Context: an optimization exercise on an open-source flow, tuned for small area. The choices shown serve that exercise and are no tape-out recipe.
Power figures rest on the tool's default switching activity, not on a simulated workload.

## build 8
// Pipeline_CPU
module Pipeline_CPU(
    input clk,
    input rst,
    input[31:0] Data_in,
    input[31:0] inst_IF,
    output[31:0] PC_out_IF,
    output[31:0] PC_out_ID,
    output[31:0] inst_ID,
    output[31:0] PC_out_EX,
    output       MemRW_Ex,
    output       MemRW_Mem,
    output[31:0] Addr_out,
    output[31:0] Data_out,
    output[31:0] Data_out_WB
);
Size in the first run: about 3600 cells after synthesis, roughly 58000 um2 of cells after synthesis.
==> module ALU, before the edit <==
module ALU (
  input [31:0]  A,
  input [31:0]  B,
  input [3:0]   ALU_operation,
  output [31:0] res
);
  wire [3:0] op = ALU_operation;
  wire sub = op[2] & (op[3] | op[0]);
  wire c_and = op[3:1] == 3'b000;                    
  wire c_xor = op[3:2] == 2'b00 & (op[1] | op[0]);   
  wire s_sum = op[3:2] == 2'b01;
  wire s_sr  = op[3:2] == 2'b10 & op[0];
  wire s_sl  = op[3:2] == 2'b10 & ~op[0];
  wire s_lt  = op[3:2] == 2'b11;
  wire [31:0] g, p, sum;
  wire co;
  genvar i;
  generate
    for (i = 0; i < 32; i = i + 1) begin : pg
      wire bx;
      cell_xor2 x(.a(B[i]), .b(sub), .y(bx));
      cell_ha h(.a(A[i]), .b(bx), .c(g[i]), .s(p[i]));
    end
  endgenerate
  alu_carry carry(.p(p), .g(g), .ci(sub), .s(sum), .co(co));
  wire lt = op[0] ? ~co : (p[31] ? sum[31] : A[31]);
  wire lt_n;
  cell_nand2 ltn(.a(s_lt), .b(lt), .y(lt_n));
  wire [31:0] sr;
  alu_shift shifter(.A(A), .s(B[4:0]), .left(~op[0]), .sr(sr));
  generate
    for (i = 0; i < 32; i = i + 1) begin : rb
      wire n1, n2;
      cell_aoi22 l(.a1(c_and), .a2(g[i]), .b1(c_xor), .b2(p[i]), .y(n1));
      cell_aoi222 m(.a1(s_sum), .a2(sum[i]), .b1(s_sr), .b2(sr[i]), .c1(s_sl), .c2(sr[31-i]), .y(n2));
      if (i == 0) begin : b0
        cell_nand3 o(.a(n1), .b(n2), .c(lt_n), .y(res[i]));
      end else begin : bn
        cell_nand2 o(.a(n1), .b(n2), .y(res[i]));
      end
    end
  endgenerate
endmodule
==> module alu_shift, before the edit <==
module alu_shift(input [31:0] A, input [4:0] s, input left, output [31:0] sr);
  wire [31:0] v [0:5];
  wire [4:0] sn;
  genvar i, k;
  generate
    for (i = 0; i < 32; i = i + 1) begin : r
      cell_mux2i m(.a0(A[i]), .a1(A[31-i]), .s(left), .y(v[0][i]));   
    end
    for (k = 0; k < 5; k = k + 1) begin : st
      cell_inv si(.a(s[k]), .y(sn[k]));
      for (i = 0; i < 32; i = i + 1) begin : b
        if (i + 2**k < 32) begin : m
          cell_mux2i m(.a0(v[k][i]), .a1(v[k][i + 2**k]), .s(s[k]), .y(v[k+1][i]));
        end else if (k % 2 == 0) begin : z
          cell_nor2 z(.a(s[k]), .b(v[k][i]), .y(v[k+1][i]));
        end else begin : z
          cell_nand2 z(.a(sn[k]), .b(v[k][i]), .y(v[k+1][i]));
        end
      end
    end
  endgenerate
  assign sr = v[5];
endmodule
==> module Pipeline_Ex, before the edit <==
module Pipeline_Ex(
    input [31:0] PC_in_EX,
    input [31:2] Inst_in_EX,
    input [3:0] ImmType_in_EX,
    input [31:0] Rs1_in_EX,
    input [31:0] Rs2_in_EX,
    output [31:0] PC_out_EX,
    output [31:0] PC4_out_EX,
    output [31:0] ALU_out_EX,
    output [4:0] Rd_addr_EX,
    output [1:0] Br_EX,
    output MemRW_EX,
    output MemtoReg_EX,
    output PCtoReg_EX,
    output RegWrite_EX
);
wire [31:0] imm;
wire alusrc;
wire [3:0] aluctl;
ImmGen ImmGen_0(
    .ImmType(ImmType_in_EX),
    .inst_field(Inst_in_EX),
    .Imm_out(imm)
);
SCPU_ctrl SCPU_ctrl_0(
    .OPcode(Inst_in_EX[6:2]),
    .Fun3(Inst_in_EX[14:12]),
    .Fun7(Inst_in_EX[30]),
    .ALUSrc_B(alusrc),
    .MemtoReg(MemtoReg_EX),
    .PCtoReg(PCtoReg_EX),
    .Br(Br_EX),
    .RegWrite(RegWrite_EX),
    .MemRW(MemRW_EX),
    .ALU_Control(aluctl)
);
assign Rd_addr_EX = Inst_in_EX[11:7];
add_32 target(
    .a(PC_in_EX),
    .b(imm),
    .ci(1'b0),
    .co(),
    .c(PC_out_EX)
);
inc30 pc4(.a(PC_in_EX), .y(PC4_out_EX));
ALU alu_inst(
    .A(Rs1_in_EX),
    .B(alusrc ? imm : Rs2_in_EX),
    .ALU_operation(aluctl),
    .res(ALU_out_EX)
);
endmodule
==> flow/config.mk <==
export PLATFORM = sky130hd
export DESIGN_NAME = Pipeline_CPU
export DESIGN_NICKNAME = Pipeline_CPU
export VERILOG_FILES = /design/flow/design.v
export SDC_FILE = /design/flow/constraint.sdc
export NUM_CORES = 8
export LEC_CHECK = 0
export CAP_MARGIN = 20
export CORE_MARGIN = 2
export CORE_UTILIZATION = 60
export GPL_TIMING_DRIVEN = 0
export SLEW_MARGIN = 20
export SYNTH_HIERARCHICAL = 1
==> flow/constraint.sdc <==
create_clock -name core_clock -period 6.3 [get_ports {clk}]
set_input_delay 1.2600 -clock core_clock [delete_from_list [all_inputs] [get_ports {clk}]]
set_output_delay 1.2600 -clock core_clock [all_outputs]
set_load 0.01 [all_outputs]
standard.sh (not shown) runs the stock make flow with config.mk's settings and CLKGATE_MAP_FILE= SYNTH_SCRIPT=/design/flow/synth_recipe.tcl, a recipe that flattens the netlist after the stock synthesis.
==> flow/flow/run.sh <==
#!/bin/bash
# Layout flow: the standard flow (standard.sh) with three changes:
#  - the port buffers are the smallest buffer cell (buf_1);
#  - the clock tree is built from clkbuf_8 in clusters of at most 16
#    sinks, without dummy loads;
#  - the largest buffers (buf_8 and up) are not used, so that repair
#    buffers the high-fanout nets with small buffers.
# Each step's full log is under orfs/logs; standard.sh's own output goes
# to standard.log.
set -e
PLATFORM_DONT_USE="$(sed -n '/^export DONT_USE_CELLS += /,/^#/p' $FLOW_HOME/platforms/sky130hd/config.mk | grep -o 'sky130_fd_sc_hd__[a-z0-9_]*' | tr '\n' ' ')"
EXTRA_DONT_USE="sky130_fd_sc_hd__buf_8 sky130_fd_sc_hd__buf_12 sky130_fd_sc_hd__buf_16 sky130_fd_sc_hd__bufbuf_8 sky130_fd_sc_hd__bufbuf_16"
export BUFFER_PORTS_ARGS="-buffer_cell sky130_fd_sc_hd__buf_1"
export CTS_ARGS="-sink_clustering_enable -repair_clock_nets -buf_list sky130_fd_sc_hd__clkbuf_8 -sink_clustering_size 16 -sink_clustering_max_diameter 50 -dont_use_dummy_load"
bash standard.sh "DONT_USE_CELLS=$PLATFORM_DONT_USE $EXTRA_DONT_USE" finish > standard.log 2>&1
Inputs modified between build 8 and trial 77:
diff --git a/flow/design.v b/flow/design.v
--- a/flow/design.v
+++ b/flow/design.v
@@ -338,12 +338,12 @@
 endmodule
 module ALU (
   input [31:0]  A,
-  input [31:0]  B,
+  input [31:0]  B_n,          
   input [3:0]   ALU_operation,
   output [31:0] res
 );
   wire [3:0] op = ALU_operation;
-  wire sub = op[2] & (op[3] | op[0]);
+  wire sub_n = ~(op[2] & (op[3] | op[0]));
   wire c_and = op[3:1] == 3'b000;                    
   wire c_xor = op[3:2] == 2'b00 & (op[1] | op[0]);   
   wire s_sum = op[3:2] == 2'b01;
@@ -356,20 +356,20 @@
   generate
     for (i = 0; i < 32; i = i + 1) begin : pg
       wire bx;
-      cell_xor2 x(.a(B[i]), .b(sub), .y(bx));
+      cell_xor2 x(.a(B_n[i]), .b(sub_n), .y(bx));    
       cell_ha h(.a(A[i]), .b(bx), .c(g[i]), .s(p[i]));
     end
   endgenerate
-  alu_carry carry(.p(p), .g(g), .ci(sub), .s(sum), .co(co));
+  alu_carry carry(.p(p), .g(g), .ci(~sub_n), .s(sum), .co(co));
   wire lt = op[0] ? ~co : (p[31] ? sum[31] : A[31]);
   wire lt_n;
   cell_nand2 ltn(.a(s_lt), .b(lt), .y(lt_n));
   wire [31:0] sr;
-  alu_shift shifter(.A(A), .s(B[4:0]), .left(~op[0]), .sr(sr));
+  alu_shift shifter(.A(A), .s_n(B_n[4:0]), .left(~op[0]), .sr(sr));
   generate
     for (i = 0; i < 32; i = i + 1) begin : rb
       wire n1, n2;
-      cell_aoi22 l(.a1(c_and), .a2(g[i]), .b1(c_xor), .b2(p[i]), .y(n1));
+      cell_aoi222 l(.a1(c_and), .a2(g[i]), .b1(c_xor), .b2(p[i]), .c1(1'b0), .c2(1'b0), .y(n1));
       cell_aoi222 m(.a1(s_sum), .a2(sum[i]), .b1(s_sr), .b2(sr[i]), .c1(s_sl), .c2(sr[31-i]), .y(n2));
       if (i == 0) begin : b0
         cell_nand3 o(.a(n1), .b(n2), .c(lt_n), .y(res[i]));
@@ -406,23 +406,23 @@
   assign s = p ^ {gg[30:0], ci};
   assign co = gg[31];
 endmodule
-module alu_shift(input [31:0] A, input [4:0] s, input left, output [31:0] sr);
+module alu_shift(input [31:0] A, input [4:0] s_n, input left, output [31:0] sr);
   wire [31:0] v [0:5];
-  wire [4:0] sn;
+  wire [4:0] s;
   genvar i, k;
   generate
     for (i = 0; i < 32; i = i + 1) begin : r
       cell_mux2i m(.a0(A[i]), .a1(A[31-i]), .s(left), .y(v[0][i]));   
     end
     for (k = 0; k < 5; k = k + 1) begin : st
-      cell_inv si(.a(s[k]), .y(sn[k]));
+      cell_inv si(.a(s_n[k]), .y(s[k]));
       for (i = 0; i < 32; i = i + 1) begin : b
         if (i + 2**k < 32) begin : m
-          cell_mux2i m(.a0(v[k][i]), .a1(v[k][i + 2**k]), .s(s[k]), .y(v[k+1][i]));
+          cell_mux2i m(.a0(v[k][i + 2**k]), .a1(v[k][i]), .s(s_n[k]), .y(v[k+1][i]));
         end else if (k % 2 == 0) begin : z
           cell_nor2 z(.a(s[k]), .b(v[k][i]), .y(v[k+1][i]));
         end else begin : z
-          cell_nand2 z(.a(sn[k]), .b(v[k][i]), .y(v[k+1][i]));
+          cell_nand2 z(.a(s_n[k]), .b(v[k][i]), .y(v[k+1][i]));
         end
       end
     end
@@ -474,9 +474,16 @@
     .c(PC_out_EX)
 );
 inc30 pc4(.a(PC_in_EX), .y(PC4_out_EX));
+wire [31:0] b_n;
+genvar i;
+generate
+    for (i = 0; i < 32; i = i + 1) begin : bsel
+        cell_mux2i m(.a0(Rs2_in_EX[i]), .a1(imm[i]), .s(alusrc), .y(b_n[i]));
+    end
+endgenerate
 ALU alu_inst(
     .A(Rs1_in_EX),
-    .B(alusrc ? imm : Rs2_in_EX),
+    .B_n(b_n),
     .ALU_operation(aluctl),
     .res(ALU_out_EX)
 );
Notes after the runs:
Any difference in fraction of area in registers between trial 77 and build 8 is small enough to ignore.
Trial 77 finished all stages; the layout is clean.
Synthesized cell count across build 8 and trial 77: no real change.
Trial 77 against build 8: final period utilization lost 0.83 points; power density over cell area lost about 1.4%; pin count of the biggest net entering global routing lost 6; relative area change from synthesis to final layout picked up an extra 0.35 points.
Going from build 8 to trial 77, final non-filler cell total saw an increase; worst path setup slack after routing saw an increase.
Function was not checked in any run of this note: the RTL went through the layout flow alone.

==> afterwards: timing with drivers on the ports <==
In the flow no input, the clock included, has a driving cell. The finished layouts below were timed again as built, in two steps. Step 1, drivers: a clkbuf_16 drives clk and a buf_2 each remaining input, both assumed. Step 2 adds t to the input delays and takes it off the output delays; t is the mean of the earliest and latest rising clock arrival at the registers after step 1. Input paths then give back, and output paths get back, about the clock's delay inside the block. Three values: no drivers, after step 1, after step 2; two values: the first two.
| run | t, ns | slack for setup (ns) | worst hold slack (ns) | worst setup path after step 2 | worst data-port slew with drivers (ns) |
|---|---|---|---|---|---|
| build 8 | 0.917 | 0.129 / 0.066 / 0.225 | 0.315 / 0.315 / 0.315 | register to register | 0.09 |
| trial 77 | 0.910 | 0.182 / 0.108 / 0.215 | 0.345 / 0.345 / 0.345 | register to register | 0.09 |
After both steps every run listed still meets setup and hold.
